Background: an optimization exercise with open tools, aiming at small area. Do not read the settings as production practice. The RTL was checked by simulation tests, not by an equivalence proof against the original design. No activity file was given, so power comes from the tool's default toggle rates.

==> design/flow/design.v <==
module  debounce(
        input                   clk                     ,
        input                   rst_n                   ,
        input                   key_in                  ,
        output  wire            key_out 
);
parameter   TIME_20MS   =       10_000                          ; 
reg     [ 1: 0]                 key_r                           ;
reg     [13: 0]                 cnt                             ;
wire                            add_cnt                         ;
wire                            end_cnt                         ;
wire                            flag_20ms                       ;
reg                             flag_20ms_r                     ; 
always  @(posedge clk or negedge rst_n)begin
    if(rst_n==1'b0)begin
        key_r   <=      'd0;
    end
    else begin
        key_r   <=      {key_r[0],key_in};
    end
end
always @(posedge clk or negedge rst_n)begin
    if(!rst_n)begin
        cnt <= 0;
    end
    else if(add_cnt)begin
        if(end_cnt)
            cnt <= cnt; 
        else
            cnt <= cnt + 1'b1;
    end
    else
        cnt <= 0;
end
assign add_cnt      =       key_r[1] == 0;       
assign end_cnt      =       add_cnt && cnt== TIME_20MS-1;   
assign flag_20ms    =       end_cnt;
always  @(posedge clk or negedge rst_n)begin
    if(rst_n==1'b0)begin
        flag_20ms_r     <=      0;
    end
    else begin
        flag_20ms_r     <=      flag_20ms;
    end
end
assign key_out  =   flag_20ms & (!flag_20ms_r);
endmodule
module  key(
        input                   clk                     ,
        input                   rst_n                   ,
        input                   key3                    ,
        input                   key2                    ,
        input                   key1                    ,
        input                   key0                    ,
        output  wire            key_left                ,
        output  wire            key_right               ,
        output  wire            key_up                  ,
        output  wire            key_down 
);
debounce    debounce_left_inst(
        .clk                    (clk                    ),
        .rst_n                  (rst_n                  ),
        .key_in                 (key3                   ),
        .key_out                (key_left               )
);
debounce    debounce_right_inst(
        .clk                    (clk                    ),
        .rst_n                  (rst_n                  ),
        .key_in                 (key2                   ),
        .key_out                (key_right              )
);
debounce    debounce_up_inst(
        .clk                    (clk                    ),
        .rst_n                  (rst_n                  ),
        .key_in                 (key1                   ),
        .key_out                (key_up                 )
);
debounce    debounce_down_inst(
        .clk                    (clk                    ),
        .rst_n                  (rst_n                  ),
        .key_in                 (key0                   ),
        .key_out                (key_down               )
);
endmodule
module  snake_ctrl(
        input                   clk                     ,
        input                   rst_n                   ,
        input                   key_left                ,
        input                   key_right               ,
        input                   key_up                  ,
        input                   key_down                ,
        input         [ 9: 0]   pixel_x                 ,
        input         [ 9: 0]   pixel_y                 ,
        input         [ 2: 0]   game_status             ,
        input                   body_add_sig            ,
        output  wire  [ 5: 0]   head_x                  ,
        output  wire  [ 4: 0]   head_y                  ,
        output  reg             hit_body                ,
        output  reg             hit_wall                ,
        output  reg   [ 1: 0]   object 
);
parameter   TIME_250MS  =       25_000                          ;
localparam  PLAY    =           3'b010                          ;
parameter   IDLE        =       3'd0                            ; 
parameter   LETF        =       3'd1                            ;
parameter   RIGHT       =       3'd2                            ;
parameter   UP          =       3'd3                            ;
parameter   DOWN        =       3'd4                            ;
reg     [ 2: 0]                 status_c                        ;
reg     [ 2: 0]                 status_n                        ;
parameter   NONE        =       2'b00                           ;
parameter   HEAD        =       2'b01                           ;
parameter   BODY        =       2'b10                           ; 
wire    [ 5: 0]                 block_x                         ;
wire    [ 5: 0]                 block_y                         ;
reg     [14: 0]                 cnt0                            ;
wire                            add_cnt0                        ;
wire                            end_cnt0                        ;
reg     [ 5: 0]                 body_x[15: 0]                   ;
reg     [ 4: 0]                 body_y[15: 0]                   ;
reg     [15: 0]                 snake_light                     ;
reg     [ 3: 0]                 body_num                        ; 
assign  head_x      =       body_x[0];
assign  head_y      =       body_y[0];
always @(posedge clk or negedge rst_n)begin
    if(!rst_n)begin
        cnt0 <= 0;
    end
    else if(add_cnt0)begin
        if(end_cnt0)
            cnt0 <= 0;
        else
            cnt0 <= cnt0 + 1'b1;
    end
end
assign add_cnt0     =       1'b1;       
assign end_cnt0     =       add_cnt0 && cnt0 == TIME_250MS;
parameter   D_RIGHT     =       3'd0                           ;
parameter   D_LEFT      =       3'd1                           ;
parameter   D_UP        =       3'd2                           ;
parameter   D_DOWN      =       3'd3                           ;
parameter   D_NONE      =       3'd4                           ;
reg     [ 2: 0]                 direct                          ; 
always  @(posedge clk or negedge rst_n)begin
    if(rst_n==1'b0)begin
        direct  <=  D_NONE;
    end
    else if(key_left)begin
        direct  <=  D_LEFT;
    end
    else if(key_right)begin
        direct  <=  D_RIGHT;
    end
    else if(key_up)begin
        direct  <=  D_UP;
    end
    else if(key_down)begin
        direct  <=  D_DOWN;
    end
    else 
        direct  <=  D_NONE;
end
always@(posedge clk or negedge rst_n)begin
    if(!rst_n)begin
        status_c <= IDLE;
    end
    else begin
        status_c <= status_n;
    end
end
always@(*)begin
    if(game_status == PLAY)
        case(status_c)
            IDLE:begin 
                if(direct == D_UP)begin
                    status_n = UP;
                end
                else if(direct == D_DOWN)begin
                    status_n = DOWN;
                end
                else if(direct == D_RIGHT)begin
                    status_n = RIGHT;
                end
                else begin
                    status_n = status_c;
                end
            end
            RIGHT:begin
                if(direct == D_UP)begin
                    status_n = UP;
                end
                else if(direct == D_DOWN)begin
                    status_n = DOWN;
                end
                else begin
                    status_n = status_c;
                end
            end
            LETF:begin
                if(direct == D_UP)begin
                    status_n = UP;
                end
                else if(direct == D_DOWN)begin
                    status_n = DOWN;
                end
                else begin
                    status_n = status_c;
                end
            end
            UP:begin
                if(direct == D_RIGHT)begin
                    status_n = RIGHT;
                end
                else if(direct == D_LEFT)begin
                    status_n = LETF;
                end
                else begin
                    status_n = status_c;
                end
            end
            DOWN:begin
                if(direct == D_RIGHT)begin
                    status_n = RIGHT;
                end
                else if(direct == D_LEFT)begin
                    status_n = LETF;
                end
                else begin
                    status_n = status_c;
                end
            end
            default:begin
                status_n = IDLE;
            end
        endcase
    else
        status_n    <=      IDLE;
end
always  @(posedge clk or negedge rst_n)begin
    if(rst_n==1'b0)begin
        hit_wall    <=      1'b0;
    end
    else if(game_status == PLAY)begin
        case(status_c)
            UP:if(body_y[0] == 5'd0)
                    hit_wall    <=      1'b1;
                else
                    hit_wall    <=      1'b0;
            DOWN:if(body_y[0] == 5'd29)
                    hit_wall    <=      1'b1;
                else
                    hit_wall    <=      1'b0;
            RIGHT:if(body_x[0] == 6'd39)
                    hit_wall    <=      1'b1;
                else
                    hit_wall    <=      1'b0;
            LETF:if(body_x[0] == 6'd0)
                    hit_wall    <=      1'b1;
                else
                    hit_wall    <=      1'b0;
            default:
                hit_wall    <=      1'b0;
        endcase
    end
    else
        hit_wall    <=      1'b0;
end
always  @(posedge clk or negedge rst_n)begin
    if(rst_n==1'b0)begin
        hit_body    <=      1'b0; 
    end
    else if((body_x[0] == body_x[ 1] && body_y[0] == body_y[ 1] && snake_light[ 1] == 1'b1)|
            (body_x[0] == body_x[ 2] && body_y[0] == body_y[ 2] && snake_light[ 2] == 1'b1)|
            (body_x[0] == body_x[ 3] && body_y[0] == body_y[ 3] && snake_light[ 3] == 1'b1)|
            (body_x[0] == body_x[ 4] && body_y[0] == body_y[ 4] && snake_light[ 4] == 1'b1)|
            (body_x[0] == body_x[ 5] && body_y[0] == body_y[ 5] && snake_light[ 5] == 1'b1)|
            (body_x[0] == body_x[ 6] && body_y[0] == body_y[ 6] && snake_light[ 6] == 1'b1)|
            (body_x[0] == body_x[ 7] && body_y[0] == body_y[ 7] && snake_light[ 7] == 1'b1)|
            (body_x[0] == body_x[ 8] && body_y[0] == body_y[ 8] && snake_light[ 8] == 1'b1)|
            (body_x[0] == body_x[ 9] && body_y[0] == body_y[ 9] && snake_light[ 9] == 1'b1)|
            (body_x[0] == body_x[10] && body_y[0] == body_y[10] && snake_light[10] == 1'b1)|
            (body_x[0] == body_x[11] && body_y[0] == body_y[11] && snake_light[11] == 1'b1)|
            (body_x[0] == body_x[12] && body_y[0] == body_y[12] && snake_light[12] == 1'b1)|
            (body_x[0] == body_x[13] && body_y[0] == body_y[13] && snake_light[13] == 1'b1)|
            (body_x[0] == body_x[14] && body_y[0] == body_y[14] && snake_light[14] == 1'b1)|
            (body_x[0] == body_x[15] && body_y[0] == body_y[15] && snake_light[15] == 1'b1)
            )begin
        hit_body    <=      1'b1;
    end
    else
        hit_body    <=      1'b0;
end
always  @(posedge clk or negedge rst_n)begin
    if(rst_n==1'b0)begin
        body_x[0]    <=      'd10;
        body_y[0]    <=      'd5;
    end
    else if(game_status == PLAY)begin
        case(status_c)
            UP:     if(end_cnt0)    
                        body_y[0]   <=  body_y[0] - 1'b1;
            DOWN:   if(end_cnt0)   
                        body_y[0]   <=  body_y[0] + 1'b1;
            RIGHT:  if(end_cnt0)
                        body_x[0]   <=  body_x[0] + 1'b1;
            LETF:   if(end_cnt0)
                        body_x[0]   <=  body_x[0] - 1'b1;            
            default:begin
                body_x[0]    <=      'd10;
                body_y[0]    <=      'd5;
            end
        endcase
    end
    else begin
        body_x[0]    <=      'd10;
        body_y[0]    <=      'd5;
    end
end
always  @(posedge clk or negedge rst_n)begin
    if(rst_n==1'b0)begin
        body_x[ 1]   <=      6'd9;
        body_y[ 1]   <=      5'd5;
        body_x[ 2]   <=      6'd8;
        body_y[ 2]   <=      5'd5;
        body_x[ 3]   <=      6'd0;
        body_y[ 3]   <=      5'd0;
        body_x[ 4]   <=      6'd0;
        body_y[ 4]   <=      5'd0;
        body_x[ 5]   <=      6'd0;
        body_y[ 5]   <=      5'd0;
        body_x[ 6]   <=      6'd0;
        body_y[ 6]   <=      5'd0;
        body_x[ 7]   <=      6'd0;
        body_y[ 7]   <=      5'd0;
        body_x[ 8]   <=      6'd0;
        body_y[ 8]   <=      5'd0;
        body_x[ 9]   <=      6'd0;
        body_y[ 9]   <=      5'd0;
        body_x[10]   <=      6'd0;
        body_y[10]   <=      5'd0;
        body_x[11]   <=      6'd0;
        body_y[11]   <=      5'd0;
        body_x[12]   <=      6'd0;
        body_y[12]   <=      5'd0;
        body_x[13]   <=      6'd0;
        body_y[13]   <=      5'd0;
        body_x[14]   <=      6'd0;
        body_y[14]   <=      5'd0;
        body_x[15]   <=      6'd0;
        body_y[15]   <=      5'd0;
    end
    else if(status_c != IDLE && end_cnt0 && game_status == PLAY)begin
        body_x[ 1]   <=      body_x[ 0];   
        body_y[ 1]   <=      body_y[ 0];
        body_x[ 2]   <=      body_x[ 1];
        body_y[ 2]   <=      body_y[ 1];
        body_x[ 3]   <=      body_x[ 2];
        body_y[ 3]   <=      body_y[ 2];
        body_x[ 4]   <=      body_x[ 3];
        body_y[ 4]   <=      body_y[ 3];
        body_x[ 5]   <=      body_x[ 4];
        body_y[ 5]   <=      body_y[ 4];
        body_x[ 6]   <=      body_x[ 5];
        body_y[ 6]   <=      body_y[ 5];
        body_x[ 7]   <=      body_x[ 6];
        body_y[ 7]   <=      body_y[ 6];
        body_x[ 8]   <=      body_x[ 7];
        body_y[ 8]   <=      body_y[ 7];
        body_x[ 9]   <=      body_x[ 8];
        body_y[ 9]   <=      body_y[ 8];
        body_x[10]   <=      body_x[ 9];
        body_y[10]   <=      body_y[ 9];
        body_x[11]   <=      body_x[10];
        body_y[11]   <=      body_y[10];
        body_x[12]   <=      body_x[11];
        body_y[12]   <=      body_y[11];
        body_x[13]   <=      body_x[12];
        body_y[13]   <=      body_y[12];
        body_x[14]   <=      body_x[13];
        body_y[14]   <=      body_y[13];
        body_x[15]   <=      body_x[14];
        body_y[15]   <=      body_y[14];
    end
    else if(game_status != PLAY)begin
        body_x[ 1]   <=      6'd9;
        body_y[ 1]   <=      5'd5;
        body_x[ 2]   <=      6'd8;
        body_y[ 2]   <=      5'd5;
        body_x[ 3]   <=      6'd0;
        body_y[ 3]   <=      5'd0;
        body_x[ 4]   <=      6'd0;
        body_y[ 4]   <=      5'd0;
        body_x[ 5]   <=      6'd0;
        body_y[ 5]   <=      5'd0;
        body_x[ 6]   <=      6'd0;
        body_y[ 6]   <=      5'd0;
        body_x[ 7]   <=      6'd0;
        body_y[ 7]   <=      5'd0;
        body_x[ 8]   <=      6'd0;
        body_y[ 8]   <=      5'd0;
        body_x[ 9]   <=      6'd0;
        body_y[ 9]   <=      5'd0;
        body_x[10]   <=      6'd0;
        body_y[10]   <=      5'd0;
        body_x[11]   <=      6'd0;
        body_y[11]   <=      5'd0;
        body_x[12]   <=      6'd0;
        body_y[12]   <=      5'd0;
        body_x[13]   <=      6'd0;
        body_y[13]   <=      5'd0;
        body_x[14]   <=      6'd0;
        body_y[14]   <=      5'd0;
        body_x[15]   <=      6'd0;
        body_y[15]   <=      5'd0;
    end
end
always  @(posedge clk or negedge rst_n)begin
    if(rst_n==1'b0)begin
        snake_light             <=  16'h0007;
    end
    else if(body_add_sig && game_status == PLAY)begin
        snake_light[body_num]   <=  1'b1;
    end
    else if(game_status != PLAY)begin
        snake_light <=  16'h0007;
    end
end
always  @(posedge clk or negedge rst_n)begin
    if(rst_n==1'b0)begin
        body_num    <=      'd3;
    end
    else if(body_add_sig && game_status == PLAY)begin
        body_num    <=      body_num + 1'b1;
    end
    else if(game_status != PLAY)begin
        body_num    <=      'd3;
    end
end
assign  block_x    =       pixel_x[9:4];
assign  block_y    =       pixel_y[9:4];
always  @(posedge clk or negedge rst_n)begin
    if(rst_n==1'b0)begin
        object  <=  NONE;
    end
    else if(block_x == body_x[0] && block_y == body_y[0] && snake_light[0] == 1'b1)begin
        object  <=  HEAD;
    end
    else if((block_x == body_x[ 1] && block_y == body_y[ 1] && snake_light[ 1] == 1'b1)|
            (block_x == body_x[ 2] && block_y == body_y[ 2] && snake_light[ 2] == 1'b1)|
            (block_x == body_x[ 3] && block_y == body_y[ 3] && snake_light[ 3] == 1'b1)|
            (block_x == body_x[ 4] && block_y == body_y[ 4] && snake_light[ 4] == 1'b1)|
            (block_x == body_x[ 5] && block_y == body_y[ 5] && snake_light[ 5] == 1'b1)|
            (block_x == body_x[ 6] && block_y == body_y[ 6] && snake_light[ 6] == 1'b1)|
            (block_x == body_x[ 7] && block_y == body_y[ 7] && snake_light[ 7] == 1'b1)|
            (block_x == body_x[ 8] && block_y == body_y[ 8] && snake_light[ 8] == 1'b1)|
            (block_x == body_x[ 9] && block_y == body_y[ 9] && snake_light[ 9] == 1'b1)|
            (block_x == body_x[10] && block_y == body_y[10] && snake_light[10] == 1'b1)|
            (block_x == body_x[11] && block_y == body_y[11] && snake_light[11] == 1'b1)|
            (block_x == body_x[12] && block_y == body_y[12] && snake_light[12] == 1'b1)|
            (block_x == body_x[13] && block_y == body_y[13] && snake_light[13] == 1'b1)|
            (block_x == body_x[14] && block_y == body_y[14] && snake_light[14] == 1'b1)|
            (block_x == body_x[15] && block_y == body_y[15] && snake_light[15] == 1'b1)
            )begin
        object  <=  BODY;
    end
    else begin
        object  <=  NONE;
    end
end
endmodule
module  apple_generate(
        input                   clk                     ,
        input                   rst_n                   ,
        input         [ 5: 0]   head_x                  ,
        input         [ 4: 0]   head_y                  ,
        output  reg   [ 5: 0]   apple_x                 ,
        output  reg   [ 4: 0]   apple_y                 ,
        output  reg             body_add_sig 
);
parameter   TIME_5MS        =   2_500                           ; 
parameter   APPLE_X_MAX     =   38                              ;
parameter   APPLE_Y_MAX     =   28                              ; 
reg     [ 5: 0]                 cnt0                            ;
wire                            add_cnt0                        ;
wire                            end_cnt0                        ;
always @(posedge clk or negedge rst_n)begin
    if(!rst_n)begin
        cnt0 <= 0;
    end
    else if(add_cnt0)begin
        if(end_cnt0)
            cnt0 <= 0;
        else
            cnt0 <= cnt0 + 1'b1;
    end
end
assign add_cnt0     =       1'b1;       
assign end_cnt0     =       add_cnt0 && cnt0== APPLE_X_MAX-1;
reg     [ 4: 0]                 cnt1                            ;
wire                            add_cnt1                        ;
wire                            end_cnt1                        ;
always @(posedge clk or negedge rst_n)begin
    if(!rst_n)begin
        cnt1 <= 0;
    end
    else if(add_cnt1)begin
        if(end_cnt1)
            cnt1 <= 0;
        else
            cnt1 <= cnt1 + 1'b1;
    end
end
assign add_cnt1     =       1'b1;       
assign end_cnt1     =       add_cnt1 && cnt1== APPLE_Y_MAX-1;
reg     [11: 0]                 cnt2                            ;
wire                            add_cnt2                        ;
wire                            end_cnt2                        ;
always @(posedge clk or negedge rst_n)begin
    if(!rst_n)begin
        cnt2 <= 0;
    end
    else if(add_cnt2)begin
        if(end_cnt2)
            cnt2 <= 0;
        else
            cnt2 <= cnt2 + 1'b1;
    end
end
assign add_cnt2     =       1'b1;       
assign end_cnt2     =       add_cnt2 && cnt2== TIME_5MS;
always  @(posedge clk or negedge rst_n)begin
    if(rst_n==1'b0)begin
        apple_x     <=      6'd10; 
        apple_y     <=      5'd13;
    end
    else if(end_cnt2 && apple_x == head_x && apple_y == head_y)begin
        apple_x     <=      cnt0;
        apple_y     <=      cnt1;
    end
end
always  @(posedge clk or negedge rst_n)begin
    if(rst_n==1'b0)begin
        body_add_sig    <=      1'b0;
    end
    else if(end_cnt2 && apple_x == head_x && apple_y == head_y)begin
        body_add_sig    <=      1'b1;
    end
    else begin
        body_add_sig    <=      1'b0;
    end
end
endmodule
module  vga_play(
        input                   clk                     ,
        input                   rst_n                   ,
        input         [ 1: 0]   object                  ,
        input         [ 5: 0]   apple_x                 ,
        input         [ 4: 0]   apple_y                 ,
        output  reg   [ 9: 0]   pixel_x                 ,
        output  reg   [ 9: 0]   pixel_y                 ,
        output  reg   [ 7: 0]   play_vga_r              ,
        output  reg   [ 7: 0]   play_vga_g              ,
        output  reg   [ 7: 0]   play_vga_b              ,
        output  wire            play_hs                 ,
        output  wire            play_vs 
);
parameter   LinePeriod      =       800                         ;
parameter   H_SyncPulse     =       96                          ;
parameter   H_BackPorch     =       48                          ;
parameter   H_ActivePix     =       640                         ;
parameter   H_FrontPorch    =       16                          ;
parameter   Hde_start       =       H_SyncPulse + H_BackPorch   ; 
parameter   Hde_end         =       Hde_start + H_ActivePix     ; 
parameter   FramePeriod     =       525                         ;
parameter   V_SyncPulse     =       2                           ;
parameter   V_BackPorch     =       33                          ;
parameter   V_ActivePix     =       480                         ;
parameter   V_FrontPorch    =       10                          ;
parameter   Vde_start       =       V_SyncPulse + V_BackPorch   ; 
parameter   Vde_end         =       Vde_start + V_ActivePix     ; 
parameter   Red_Wide        =       16                          ;
parameter   NONE            =       2'b00                       ;
parameter   HEAD            =       2'b01                       ;
parameter   BODY            =       2'b10                       ;
reg                             hsync                           ;
reg                             vsync                           ;
reg     [ 9: 0]                 h_cnt                           ;
wire                            add_h_cnt                       ;
wire                            end_h_cnt                       ;
reg     [ 9: 0]                 v_cnt                           ;
wire                            add_v_cnt                       ; 
wire                            end_v_cnt                       ;
wire                            valid_area                      ; 
reg     [ 3: 0]                 snake_x                         ;
reg     [ 3: 0]                 snake_y                         ; 
wire                            wall_area                       ; 
assign  play_hs      =       hsync;
assign  play_vs      =       vsync;
always @(posedge clk or negedge rst_n)begin
    if(!rst_n)begin
        h_cnt <= 0;
    end
    else if(add_h_cnt)begin
        if(end_h_cnt)
            h_cnt <= 0;
        else
            h_cnt <= h_cnt + 1'b1;
    end
end
assign add_h_cnt     =       1'b1;
assign end_h_cnt     =       add_h_cnt && h_cnt== LinePeriod-1;
always @(posedge clk or negedge rst_n)begin 
    if(!rst_n)begin
        v_cnt <= 0;
    end
    else if(add_v_cnt)begin
        if(end_v_cnt)
            v_cnt <= 0;
        else
            v_cnt <= v_cnt + 1'b1;
    end
end
assign add_v_cnt     =       end_h_cnt;
assign end_v_cnt     =       add_v_cnt && v_cnt== FramePeriod-1;
always @(posedge clk or negedge rst_n)begin
    if(!rst_n)begin
        pixel_x <= 0;
        pixel_y <= 0;
    end
    else if(valid_area)begin
            pixel_x <= h_cnt - Hde_start + 2; 
            pixel_y <= v_cnt - Vde_start; 
    end
    else begin
        pixel_x <= 0;
        pixel_y <= 0;
    end
end
always  @(posedge clk or negedge rst_n)begin
    if(rst_n==1'b0)begin
        hsync   <=      1'b0;
    end
    else if(add_h_cnt && h_cnt == H_SyncPulse-1)begin
        hsync   <=      1'b1;
    end
    else if(end_h_cnt)begin
        hsync   <=      1'b0;
    end
end
always  @(posedge clk or negedge rst_n)begin
    if(rst_n==1'b0)begin
        vsync   <=      1'b0;
    end
    else if(add_v_cnt && v_cnt == V_SyncPulse-1)begin
        vsync   <=      1'b1;
    end
    else if(end_v_cnt)begin
        vsync   <=      1'b0;
    end
end
assign  valid_area        =   (h_cnt >= Hde_start - 1 && h_cnt < Hde_end - 1 && v_cnt >= Vde_start && v_cnt < Vde_end); 
assign  wall_area    =   (h_cnt >= Hde_start -1 && h_cnt < Hde_start - 1 + Red_Wide) || (h_cnt >= Hde_end - 1 - Red_Wide && h_cnt < Hde_end - 1) || (v_cnt >= Vde_start && v_cnt < Vde_start + Red_Wide) || (v_cnt >= Vde_end - Red_Wide && v_cnt < Vde_end);
always  @(posedge clk or negedge rst_n)begin
    if(rst_n==1'b0)begin
        play_vga_r   <=      8'h0;
        play_vga_g   <=      8'h0;
        play_vga_b   <=      8'h0;
    end
    else if(valid_area)begin
        if(wall_area)begin
            play_vga_r   <=      8'hff;
            play_vga_g   <=      8'h00;
            play_vga_b   <=      8'h00;
        end
        else if(pixel_x[9:4] == apple_x && pixel_y[9:4] == apple_y)begin 
            play_vga_r   <=      8'hff;
            play_vga_g   <=      8'hff;
            play_vga_b   <=      8'h00;
        end
        else if(object == NONE)begin
                play_vga_r   <=      8'h00;
                play_vga_g   <=      8'h00;
                play_vga_b   <=      8'h00;
            end
        else if(object == HEAD || object == BODY)begin
            case({snake_x,snake_y})
                8'b0000_0000,8'b0000_1111,8'b1111_0000,8'b1111_1111:begin
                    play_vga_r   <=      8'h00;
                    play_vga_g   <=      8'h00;
                    play_vga_b   <=      8'h00;
                end    
                default:begin
                    if(object == HEAD)begin
                        play_vga_r   <=      8'h00;
                        play_vga_g   <=      8'hff;
                        play_vga_b   <=      8'h00;
                    end
                    else begin
                        play_vga_r   <=      8'h00;
                        play_vga_g   <=      8'hff;
                        play_vga_b   <=      8'hff;
                    end
                end
            endcase
        end
    end
    else begin
        play_vga_r   <=      8'h0;
        play_vga_g   <=      8'h0;
        play_vga_b   <=      8'h0;
    end
end
always  @(posedge clk or negedge rst_n)begin
    if(rst_n==1'b0)begin
        snake_x     <=      'd0;
        snake_y     <=      'd0;
    end
    else if(valid_area)begin
        snake_x     <=      pixel_x[3:0];
        snake_y     <=      pixel_y[3:0];
    end
end
endmodule
module  start_end(
        input                   clk                     ,
        input                   rst_n                   ,
        output  reg   [ 7: 0]   vga_r                   ,
        output  reg   [ 7: 0]   vga_g                   ,
        output  reg   [ 7: 0]   vga_b                   ,
        output  wire            vga_hs                  ,
        output  wire            vga_vs                  ,
        input         [ 7: 0]   rom_data                ,
        output  reg             rom_rd_en 
);
parameter   LinePeriod      =       800                         ;
parameter   H_SyncPulse     =       96                          ;
parameter   H_BackPorch     =       48                          ;
parameter   H_ActivePix     =       640                         ;
parameter   H_FrontPorch    =       16                          ;
parameter   Hde_start       =       H_SyncPulse + H_BackPorch   ; 
parameter   Hde_end         =       Hde_start + H_ActivePix     ; 
parameter   FramePeriod     =       525                         ;
parameter   V_SyncPulse     =       2                           ;
parameter   V_BackPorch     =       33                          ;
parameter   V_ActivePix     =       480                         ;
parameter   V_FrontPorch    =       10                          ;
parameter   Vde_start       =       V_SyncPulse + V_BackPorch   ; 
parameter   Vde_end         =       Vde_start + V_ActivePix     ; 
parameter   Red_Wide        =       20                          ;
parameter   Red_Length      =       30                          ; 
reg                             hsync                           ;
reg                             vsync                           ;
reg     [ 9: 0]                 h_cnt                           ;
wire                            add_h_cnt                       ;
wire                            end_h_cnt                       ;
reg     [ 9: 0]                 v_cnt                           ;
wire                            add_v_cnt                       ; 
wire                            end_v_cnt                       ;
wire							start_area	                    ;
assign  vga_hs      =       hsync;
assign  vga_vs      =       vsync;
always @(posedge clk or negedge rst_n)begin
    if(!rst_n)begin
        h_cnt <= 0;
    end
    else if(add_h_cnt)begin
        if(end_h_cnt)
            h_cnt <= 0;
        else
            h_cnt <= h_cnt + 1'b1;
    end
end
assign add_h_cnt     =       1'b1;
assign end_h_cnt     =       add_h_cnt && h_cnt== LinePeriod-1;
always @(posedge clk or negedge rst_n)begin 
    if(!rst_n)begin
        v_cnt <= 0;
    end
    else if(add_v_cnt)begin
        if(end_v_cnt)
            v_cnt <= 0;
        else
            v_cnt <= v_cnt + 1'b1;
    end
end
assign add_v_cnt     =       end_h_cnt;
assign end_v_cnt     =       add_v_cnt && v_cnt== FramePeriod-1;
always  @(posedge clk or negedge rst_n)begin
    if(rst_n==1'b0)begin
        hsync   <=      1'b0;
    end
    else if(add_h_cnt && h_cnt == H_SyncPulse-1)begin
        hsync   <=      1'b1;
    end
    else if(end_h_cnt)begin
        hsync   <=      1'b0;
    end
end
always  @(posedge clk or negedge rst_n)begin
    if(rst_n==1'b0)begin
        vsync   <=      1'b0;
    end
    else if(add_v_cnt && v_cnt == V_SyncPulse-1)begin
        vsync   <=      1'b1;
    end
    else if(end_v_cnt)begin
        vsync   <=      1'b0;
    end
end
assign  start_area        =   (h_cnt >= Hde_start - 2 + 220 && h_cnt < Hde_start - 2 + 420 && v_cnt >= Vde_start + 140 && v_cnt < Vde_start + 340); 
always  @(posedge clk or negedge rst_n)begin
    if(rst_n==1'b0)begin
        vga_r   <=      8'h0;
        vga_g   <=      8'h0;
        vga_b   <=      8'h0;
    end
    else if(rom_rd_en)begin
        vga_r   <=      {rom_data[7:5],5'h0};
        vga_g   <=      {rom_data[4:2],5'h0};
        vga_b   <=      {rom_data[1:0],6'h0};
    end
    else begin
        vga_r   <=      8'h0;
        vga_g   <=      8'h0;
        vga_b   <=      8'h0;
    end
end
always  @(posedge clk or negedge rst_n)begin
    if(rst_n==1'b0)begin
        rom_rd_en   <=      1'b0;
    end
    else if(start_area)begin
        rom_rd_en   <=      1'b1;
    end
    else begin
        rom_rd_en   <=      1'b0;
    end
end
endmodule
module  rom_start_ctrl(
        input                   clk                     ,
        input                   rst_n                   ,
        input                   start_rd_en             ,
        output  wire  [ 7: 0]   start_data                 ,
        output  wire  [15: 0]   rom_addr_o              ,
        input         [ 7: 0]   rom_q 
);
localparam  ADDR_END    =       40000                           ;
reg     [15: 0]                 rom_addr                        ; 
wire                            add_rom_addr                    ;
wire                            end_rom_addr                    ; 
always @(posedge clk or negedge rst_n)begin
    if(!rst_n)begin
        rom_addr <= 0;
    end
    else if(add_rom_addr)begin
        if(end_rom_addr)
            rom_addr <= 0;
        else
            rom_addr <= rom_addr + 1'b1;
    end
end
assign add_rom_addr      =       start_rd_en;       
assign end_rom_addr      =       add_rom_addr && rom_addr== ADDR_END-1;   
assign  rom_addr_o   =       rom_addr;
assign  start_data    =       rom_q;
endmodule
module  rom_end_ctrl(
        input                   clk                     ,
        input                   rst_n                   ,
        input                   end_rd_en               ,
        output  wire  [ 7: 0]   end_data                 ,
        output  wire  [15: 0]   rom_addr_o              ,
        input         [ 7: 0]   rom_q 
);
localparam  ADDR_END    =       40000                           ;
reg     [15: 0]                 rom_addr                        ; 
wire                            add_rom_addr                    ;
wire                            end_rom_addr                    ; 
always @(posedge clk or negedge rst_n)begin
    if(!rst_n)begin
        rom_addr <= 0;
    end
    else if(add_rom_addr)begin
        if(end_rom_addr)
            rom_addr <= 0;
        else
            rom_addr <= rom_addr + 1'b1;
    end
end
assign add_rom_addr      =       end_rd_en;       
assign end_rom_addr      =       add_rom_addr && rom_addr== ADDR_END-1;   
assign  rom_addr_o   =       rom_addr;
assign  end_data    =       rom_q;
endmodule
module  game_ctrl(
        input                   clk                     ,
        input                   rst_n                   ,
        input                   key_left                ,
        input                   key_right               ,
        input                   key_up                  ,
        input                   key_down                ,
        input                   hit_wall                ,
        input                   hit_body                ,
        input         [ 7: 0]   play_vga_r              ,
        input         [ 7: 0]   play_vga_g              ,
        input         [ 7: 0]   play_vga_b              ,
        input                   play_hs                 ,
        input                   play_vs                 ,
        output  wire  [ 2: 0]   game_status             ,
        output  reg   [ 7: 0]   vga_r                   ,
        output  reg   [ 7: 0]   vga_g                   ,
        output  reg   [ 7: 0]   vga_b                   ,
        output  reg             vga_hs                  ,
        output  reg             vga_vs                  ,
        output  wire  [15: 0]   rom_start_addr          ,
        input         [ 7: 0]   rom_start_q             ,
        output  wire  [15: 0]   rom_end_addr            ,
        input         [ 7: 0]   rom_end_q 
);
localparam  START   =           3'b001                          ;
localparam  PLAY    =           3'b010                          ;
localparam  END     =           3'b100                          ;
reg     [ 2: 0]                 status_c                        ;
reg     [ 2: 0]                 status_n                        ; 
wire    [ 7: 0]                 start_vga_r                     ; 
wire    [ 7: 0]                 start_vga_g                     ;
wire    [ 7: 0]                 start_vga_b                     ;
wire                            start_hs                        ;
wire                            start_vs                        ;
wire    [ 7: 0]                 end_vga_r                       ;
wire    [ 7: 0]                 end_vga_g                       ;
wire    [ 7: 0]                 end_vga_b                       ;
wire                            end_hs                          ;
wire                            end_vs                          ;
wire    [ 7: 0]                 start_data                      ;
wire                            start_rd_en                     ;
wire    [ 7: 0]                 end_data                        ;
wire                            end_rd_en                       ; 
assign	game_status		=		status_c;
always@(posedge clk or negedge rst_n)begin
    if(!rst_n)begin
        status_c <= START;
    end
    else begin
        status_c <= status_n;
    end
end
always@(*)begin
    case(status_c)
        START:begin
            if(key_right||key_up||key_down)begin
                status_n = PLAY;
            end
            else begin
                status_n = status_c;
            end
        end
        PLAY:begin
            if(hit_body||hit_wall)begin
                status_n = END;
            end
            else begin
                status_n = status_c;
            end
        end
        END:begin
            if(key_left||key_right||key_up||key_down)begin
                status_n = START;
            end
            else begin
                status_n = status_c;
            end
        end
        default:begin
            status_n = START;
        end
    endcase
end
always  @(posedge clk or negedge rst_n)begin
    if(!rst_n)begin
        vga_r        <=     8'h0; 
        vga_g        <=     8'h0; 
        vga_b        <=     8'h0; 
        vga_hs       <=     1'b0; 
        vga_vs       <=     1'b0; 
    end
    else 
        case(status_c)
            START:begin
                vga_r        <=     start_vga_r; 
                vga_g        <=     start_vga_g; 
                vga_b        <=     start_vga_b; 
                vga_hs       <=     start_hs; 
                vga_vs       <=     start_vs; 
            end
            PLAY:begin
                vga_r        <=     play_vga_r; 
                vga_g        <=     play_vga_g; 
                vga_b        <=     play_vga_b; 
                vga_hs       <=     play_hs; 
                vga_vs       <=     play_vs; 
            end
            END:begin
                vga_r        <=     end_vga_r; 
                vga_g        <=     end_vga_g; 
                vga_b        <=     end_vga_b; 
                vga_hs       <=     end_hs; 
                vga_vs       <=     end_vs; 
            end
            default:begin
                vga_r        <=     start_vga_r; 
                vga_g        <=     start_vga_g; 
                vga_b        <=     start_vga_b; 
                vga_hs       <=     start_hs; 
                vga_vs       <=     start_vs; 
            end
        endcase
end
start_end   start_inst(
        .clk                    (clk                    ),
        .rst_n                  (rst_n                  ),
        .vga_r                  (start_vga_r            ),
        .vga_g                  (start_vga_g            ),
        .vga_b                  (start_vga_b            ),
        .vga_hs                 (start_hs               ),
        .vga_vs                 (start_vs               ),
        .rom_data               (start_data             ),
        .rom_rd_en              (start_rd_en            )
);
rom_start_ctrl  rom_start_ctrl_inst(
        .clk                    (clk                    ),
        .rst_n                  (rst_n                  ),
        .start_rd_en            (start_rd_en            ),
        .start_data             (start_data             ),
        .rom_addr_o             (rom_start_addr         ),
        .rom_q                  (rom_start_q            )
);
start_end   end_inst(
        .clk                    (clk                    ),
        .rst_n                  (rst_n                  ),
        .vga_r                  (end_vga_r              ),
        .vga_g                  (end_vga_g              ),
        .vga_b                  (end_vga_b              ),
        .vga_hs                 (end_hs                 ),
        .vga_vs                 (end_vs                 ),
        .rom_data               (end_data               ),
        .rom_rd_en              (end_rd_en              )
);
rom_end_ctrl    rom_end_ctrl_inst(
        .clk                    (clk                    ),
        .rst_n                  (rst_n                  ),
        .end_rd_en              (end_rd_en              ),
        .end_data               (end_data               ),
        .rom_addr_o             (rom_end_addr           ),
        .rom_q                  (rom_end_q              )
);
endmodule
module  Greedy_snake(
        input                   clk                     ,
        input                   rst_n                   ,
        input         [ 3: 0]   KEY                     ,
        output  wire            VGA_SYNC_N              ,
        output  wire            VGA_BLANK_N             ,
        output  wire            VGA_HS                  ,
        output  wire            VGA_VS                  ,
        output  wire  [ 7: 0]   VGA_R                   ,
        output  wire  [ 7: 0]   VGA_G                   ,
        output  wire  [ 7: 0]   VGA_B                   ,
        output  wire  [15: 0]   ROM_START_ADDR          ,
        input         [ 7: 0]   ROM_START_Q             ,
        output  wire  [15: 0]   ROM_END_ADDR            ,
        input         [ 7: 0]   ROM_END_Q 
);
wire                            clk_25m                         ;
wire                            rom_rd_en                       ;
wire    [ 7: 0]                 rom_data                        ; 
wire                            key_left                        ; 
wire                            key_right                       ;   
wire                            key_up                          ;
wire                            key_down                        ;
wire                            hit_wall                        ;
wire                            hit_body                        ;
wire    [ 7: 0]                 play_vga_r                      ;
wire    [ 7: 0]                 play_vga_g                      ;
wire    [ 7: 0]                 play_vga_b                      ;
wire                            play_hs                         ;
wire                            play_vs                         ;
wire    [ 1: 0]                 object                          ;
wire    [ 5: 0]                 apple_x                         ;
wire    [ 4: 0]                 apple_y                         ;
wire    [ 9: 0]                 pixel_x                         ;
wire    [ 9: 0]                 pixel_y                         ;
wire    [ 5: 0]                 head_x                          ;
wire    [ 4: 0]                 head_y                          ; 
wire    [ 2: 0]                 game_status                     ; 
wire                            body_add_sig                    ;
assign  clk_25m     =       clk;
assign  VGA_BLANK_N =       VGA_HS && VGA_VS;
assign  VGA_SYNC_N  =       1'b0;
game_ctrl   game_ctrl_inst(
        .clk                    (clk_25m                ),
        .rst_n                  (rst_n                  ),
        .key_left               (key_left               ),
        .key_right              (key_right              ),
        .key_up                 (key_up                 ),
        .key_down               (key_down               ),
        .hit_wall               (hit_wall               ),
        .hit_body               (hit_body               ),
        .game_status            (game_status            ),
        .play_vga_r             (play_vga_r             ),
        .play_vga_g             (play_vga_g             ),
        .play_vga_b             (play_vga_b             ),
        .play_hs                (play_hs                ),
        .play_vs                (play_vs                ),
        .vga_r                  (VGA_R                  ),
        .vga_g                  (VGA_G                  ),
        .vga_b                  (VGA_B                  ),
        .vga_hs                 (VGA_HS                 ),
        .vga_vs                 (VGA_VS                 ),
        .rom_start_addr         (ROM_START_ADDR         ),
        .rom_start_q            (ROM_START_Q            ),
        .rom_end_addr           (ROM_END_ADDR           ),
        .rom_end_q              (ROM_END_Q              )
);
vga_play    vga_play_inst(
        .clk                    (clk_25m                ),
        .rst_n                  (rst_n                  ),
        .object                 (object                 ),
        .apple_x                (apple_x                ),
        .apple_y                (apple_y                ),
        .pixel_x                (pixel_x                ),
        .pixel_y                (pixel_y                ),
        .play_vga_r             (play_vga_r             ),
        .play_vga_g             (play_vga_g             ),
        .play_vga_b             (play_vga_b             ),
        .play_hs                (play_hs                ),
        .play_vs                (play_vs                )
);
key key_inst(
        .clk                    (clk_25m                ),
        .rst_n                  (rst_n                  ),
        .key3                   (KEY[3]                 ),
        .key2                   (KEY[2]                 ),
        .key1                   (KEY[1]                 ),
        .key0                   (KEY[0]                 ),
        .key_left               (key_left               ),
        .key_right              (key_right              ),
        .key_up                 (key_up                 ),
        .key_down               (key_down               )
);
snake_ctrl  snake_ctrl_inst(
        .clk                    (clk_25m                ),
        .rst_n                  (rst_n                  ),
        .key_left               (key_left               ),
        .key_right              (key_right              ),
        .key_up                 (key_up                 ),
        .key_down               (key_down               ),
        .pixel_x                (pixel_x                ),
        .pixel_y                (pixel_y                ),
        .game_status            (game_status            ),
        .body_add_sig           (body_add_sig           ),
        .head_x                 (head_x                 ),
        .head_y                 (head_y                 ),
        .hit_body               (hit_body               ),
        .hit_wall               (hit_wall               ),
        .object                 (object                 )
);
apple_generate  apple_generate_inst(
        .clk                    (clk_25m                ),
        .rst_n                  (rst_n                  ),
        .head_x                 (head_x                 ),
        .head_y                 (head_y                 ),
        .apple_x                (apple_x                ),
        .apple_y                (apple_y                ),
        .body_add_sig           (body_add_sig           )
);
endmodule
==> design/flow/run.sh <==
#!/bin/bash
# synth_recipe.tcl (not shown) runs the flow's synth.tcl, then flattens the netlist and writes it again
# the make line also repeats each setting of config.mk as NAME=value (left out here)
make -C /OpenROAD-flow-scripts/flow DESIGN_CONFIG=/design/flow/config.mk WORK_HOME=/design/flow/orfs CLKGATE_MAP_FILE= SYNTH_SCRIPT=/design/flow/synth_recipe.tcl finish
==> design/flow/config.mk <==
export PLATFORM = sky130hd
export DESIGN_NAME = Greedy_snake
export DESIGN_NICKNAME = Greedy_snake
export VERILOG_FILES = /design/flow/design.v
export SDC_FILE = /design/flow/constraint.sdc
export NUM_CORES = 4
export LEC_CHECK = 0
export CAP_MARGIN = 20
export CORE_MARGIN = 2
export CORE_UTILIZATION = 40
export SLEW_MARGIN = 20
==> design/flow/constraint.sdc <==
create_clock -name core_clock -period 8.0 [get_ports {clk}]
set_input_delay 1.6000 -clock core_clock [delete_from_list [all_inputs] [get_ports {clk}]]
set_output_delay 1.6000 -clock core_clock [all_outputs]
set_load 0.01 [all_outputs]
==> results.sh <==
export IMPL_crit_path_end_kind="register"
export IMPL_cts_setup_buffers=0
export IMPL_rr_endpoint="snake_ctrl_inst.body_y[8][1]$_DFFE_PN0P_"
export IMPL_yosysTopAreaCell="dfrtp_1"
export IMPL_globalRoute_totalOverflow=0
export IMPL_synth_most_common_cell="dfrtp_1"
export IMPL_crit_start="snake_ctrl_inst.cnt0[2]$_DFF_PN0_"
export IMPL_drc=0
export IMPL_grt_max_degree=180
export IMPL_grt_setup_unrepaired="false"
export IMPL_worstHoldStart="key_inst.debounce_right_inst.key_r[0]$_DFF_PN0_"
export IMPL_drtPass1Iterations=5
export IMPL_rows=92
export IMPL_drive_gt1_share_pct=7.81
export IMPL_whs_ps=345
export IMPL_synthTopCellsByCount="dfrtp_1, xnor2_1, nor2_1"
export IMPL_core_area_um2=62700
export IMPL_slew_violations=0
export IMPL_synth_seq_cells=487
export IMPL_avgSynthCellArea_um2=10.5
export IMPL_cts_buffers=53
export IMPL_track_usage_pct=19.3
export IMPL_clk_latency_ps=620
export IMPL_async_flop_share_pct=100
export IMPL_power_density_nw_per_um2=179
export IMPL_clk_pin_slew_worst_paths_ps=60
export IMPL_clock_sinks=487
export IMPL_root_buffer="clkbuf_16"
export IMPL_p_leak_nw=12.6
export IMPL_cap_violations=0
export IMPL_tightest_slew_ps=1120
export IMPL_tns_ps=0
export IMPL_yosys_warnings=10
export IMPL_critical_path_class="register to register"
export IMPL_fp_dieW_um=255
export IMPL_ys_flop_type="dfrtp_1"
export IMPL_portBuffers=80
export IMPL_synth_cell_types=79
export IMPL_grt_pass1_wl_mm=103
export IMPL_first_iter_violations=1361
export IMPL_syn_num_nets=2464
export IMPL_fin_nets=2478
export IMPL_slowest_stage="buf_4"
export IMPL_ir_drop_mv=0.145
export IMPL_hold_path_depth=0
export IMPL_hold_buffers=0
export IMPL_path_common_cell="buf_4"
export IMPL_seq_area_frac_synth_pct=48.4
export IMPL_cpPeakStageDelay_ps=940
export IMPL_grt_pass1_vias=18100
export IMPL_crit_chain="nor4bb_1 > and4_1 > nand2b_1 > nor2_4 > buf_4 > buf_4 > a22o_1"
export IMPL_via_count=18000
export IMPL_cp_start_kind="register"
export IMPL_fin_skew_ps=36.7
export IMPL_ant_nets=0
export IMPL_finalCriticalPeriod_ps=3670
export IMPL_via_per_inst=5.44
export IMPL_hp_class="register to register"
export IMPL_cts_repair_resized=0
export IMPL_r2r_start="snake_ctrl_inst.cnt0[2]$_DFF_PN0_"
export IMPL_reg2reg_depth=7
export IMPL_synth_edff_count=0
export IMPL_syn2layout_area_growth_pct=12.9
export IMPL_gp_congestion=0.851
export IMPL_synth_top_area_share_pct=46.0
export IMPL_hold_viol_final=0
export IMPL_dpl_hpwl_mm=40.4
export IMPL_fmaxAchievable_mhz=273
export IMPL_wire_per_inst_um=19.0
export IMPL_r2r_setup_slack_ps=4330
export IMPL_status="finished clean"
export IMPL_antenna_cells=0
export IMPL_fin_crit_sh_pct=45.8
export IMPL_htree_levels=2
export IMPL_crit_required_ps=8520
export IMPL_antenna_found_initial=1
export IMPL_synth_area_um2=25300
export IMPL_routed_wl_mm=62.9
export IMPL_initial_utilization_pct=40.3
export IMPL_netlist_instances=2401
export IMPL_ys_top_cells_by_area="dfrtp_1, xnor2_1, xor2_1, a22o_1, nor2_1"
export IMPL_dieArea_um2=65200
export IMPL_clock_path_buffers=3
export IMPL_cts_tree="yes"
export IMPL_setup_violations=0
export IMPL_cp_arrival_ps=4180
export IMPL_io_pins=82
export IMPL_fp_dieH_um=255
export IMPL_critPathMaxFanout=100
export IMPL_relSlewSlack_pct=25.5
export IMPL_holdPathEnd="key_inst.debounce_right_inst.key_r[1]$_DFF_PN0_"
==> report_power, final <==
part / leakage (nW) / switching, mW / internal, mW
sequential: 6.60 / 0.0100 / 2.47
combinational: 5.07 / 0.0534 / 0.0184
clock: 0.900 / 1.04 / 1.51
total: 12.6 / 1.11 / 4.00
==> layout by cell type, fill, tap and decap left out, types with 11 or more instances in the layout <==
| cell type | instances |
|---|---|
| a31oi_1 | 11 |
| xnor2_1 | 330 |
| nand3_1 | 76 |
| nor4_1 | 39 |
| and3_1 | 37 |
| clkdlybuf4s50_1 | 79 |
| clkinv_2 | 15 |
| nand2_1 | 114 |
| o21ai_0 | 58 |
| nor2_1 | 208 |
| nand4_1 | 111 |
| nor2b_1 | 11 |
| ha_1 | 39 |
| buf_4 | 29 |
| mux2_2 | 22 |
| inv_1 | 48 |
| dfrtp_1 | 464 |
| and2_1 | 27 |
| a22o_1 | 160 |
| nand2b_1 | 14 |
| a21oi_1 | 46 |
| dfstp_2 | 23 |
| clkbuf_16 | 54 |
| xor2_1 | 185 |
| nor3_1 | 52 |
| nor3b_1 | 17 |
==> kinds of logic after synthesis <==
logic type | count (synthesis) | share of synthesized area [%]
and+or+nand+nor | 779 | 16.4
xor gates and xnor gates | 515 | 17.9
DFF | 487 | 48.4
AOI/OAI and AO/OA | 347 | 10.3
buffers and inverters | 202 | 3.76
adders and majority gates | 41 | 2.09
muxes | 29 | 1.27
other | 1 | 0.0148
==> layout make-up <==
cell class              instances  area [µm²]
inverters                      48         180
fillers                      5829       34200
clock buffers                  71        1500
clock inverters                27         345
flip-flops and latches        487       12200
multi-input cells            1712       12100
well taps                     846        1060
repair buffers                113        1120
==> how the worst max path moves through the flow <==
stage | endpoint | slack, ps | cells past startpoint
finish | snake_ctrl_inst.body_y[8][1]$_DFFE_PN0P_ | 4330 | 7
floorplan | snake_ctrl_inst.body_y[0][4]$_DFFE_PN0P_ | 5620 | 11
global route | snake_ctrl_inst.body_y[8][1]$_DFFE_PN0P_ | 4090 | 7
CTS | snake_ctrl_inst.body_y[8][1]$_DFFE_PN0P_ | 4390 | 7
detailed placement | snake_ctrl_inst.body_y[6][3]$_DFFE_PN0P_ | 4440 | 7
global placement | snake_ctrl_inst.body_y[5][0]$_DFFE_PN0P_ | 4570 | 9
==> worst max-delay path, delay by kind of cell, from the launching register on <==
kind / cells / cell delay (ps)
compound gates: 1 / 250
flops: 1 / 430
buf+inv: 2 / 1460
simple gates: 4 / 1310
==> sequential cells by signal (all words and copies together), names as in the netlist, 12 cells and up <==
| name | cells |
|---|---|
| key_inst.debounce_left_inst.cnt | 14 |
| snake_ctrl_inst.body_x | 96 |
| snake_ctrl_inst.body_y | 80 |
| snake_ctrl_inst.cnt0 | 15 |
| apple_generate_inst.cnt2 | 12 |
| game_ctrl_inst.rom_start_ctrl_inst.rom_addr | 16 |
| game_ctrl_inst.rom_end_ctrl_inst.rom_addr | 16 |
| snake_ctrl_inst.snake_light | 16 |
| key_inst.debounce_down_inst.cnt | 14 |
| key_inst.debounce_up_inst.cnt | 14 |
| key_inst.debounce_right_inst.cnt | 14 |
==> through the flow <==
| stage | utilization, % | power (mW) | cell area, µm² | setup slack [ps] | cells |
|---|---|---|---|---|---|
| after CTS | 45.4 | 5.17 | 28500 | 4390 | 3302 |
| after global routing | 45.5 | 5.29 | 28500 | 4090 | 3304 |
| final | 45.5 | 5.11 | 28500 | 4330 | 3304 |
| after detailed placement | 42.5 | 2.60 | 26600 | 4440 | 3204 |
| after global placement | 42.5 | 2.60 | 26600 | 4570 | 3204 |
| after floorplan | - | 2.53 | 25300 | 5620 | 2401 |
==> routing by layer <==
metal	GRT usage, %	vias to the layer above	share of wire [%]
met5	0	-	0
met4	5.20	0	2.3
met3	2.64	111	4.7
met2	31.6	448	47
met1	27.0	9040	46
li1	-	8388	-

static timing again, ports no longer ideal:
In the flow no input, the clock included, has a driving cell. The finished layout below was timed again as built, in two steps. Step 1: set_driving_cell puts a clkbuf_16 on clk and a buf_2 on each other input, an assumption about the parent block. Step 2 also shifts input and output timing later by t, the mid clock arrival at the registers, as if the neighbouring blocks saw the same clock. a / b / c = ideal / step 1 / step 2; a / b = the first two.
t, ns: 0.661
setup WS [ns]: 4.335 / 4.335 / 4.335
latest minus earliest clock arrival (ns): 0.038 / 0.038
worst register clock-pin slew, ns: 0.06 / 0.06
After both steps setup and hold are still met in this run. For this run, drivers alone change the setup slack by 0.000 ns; drivers and shift together by 0.000 ns.
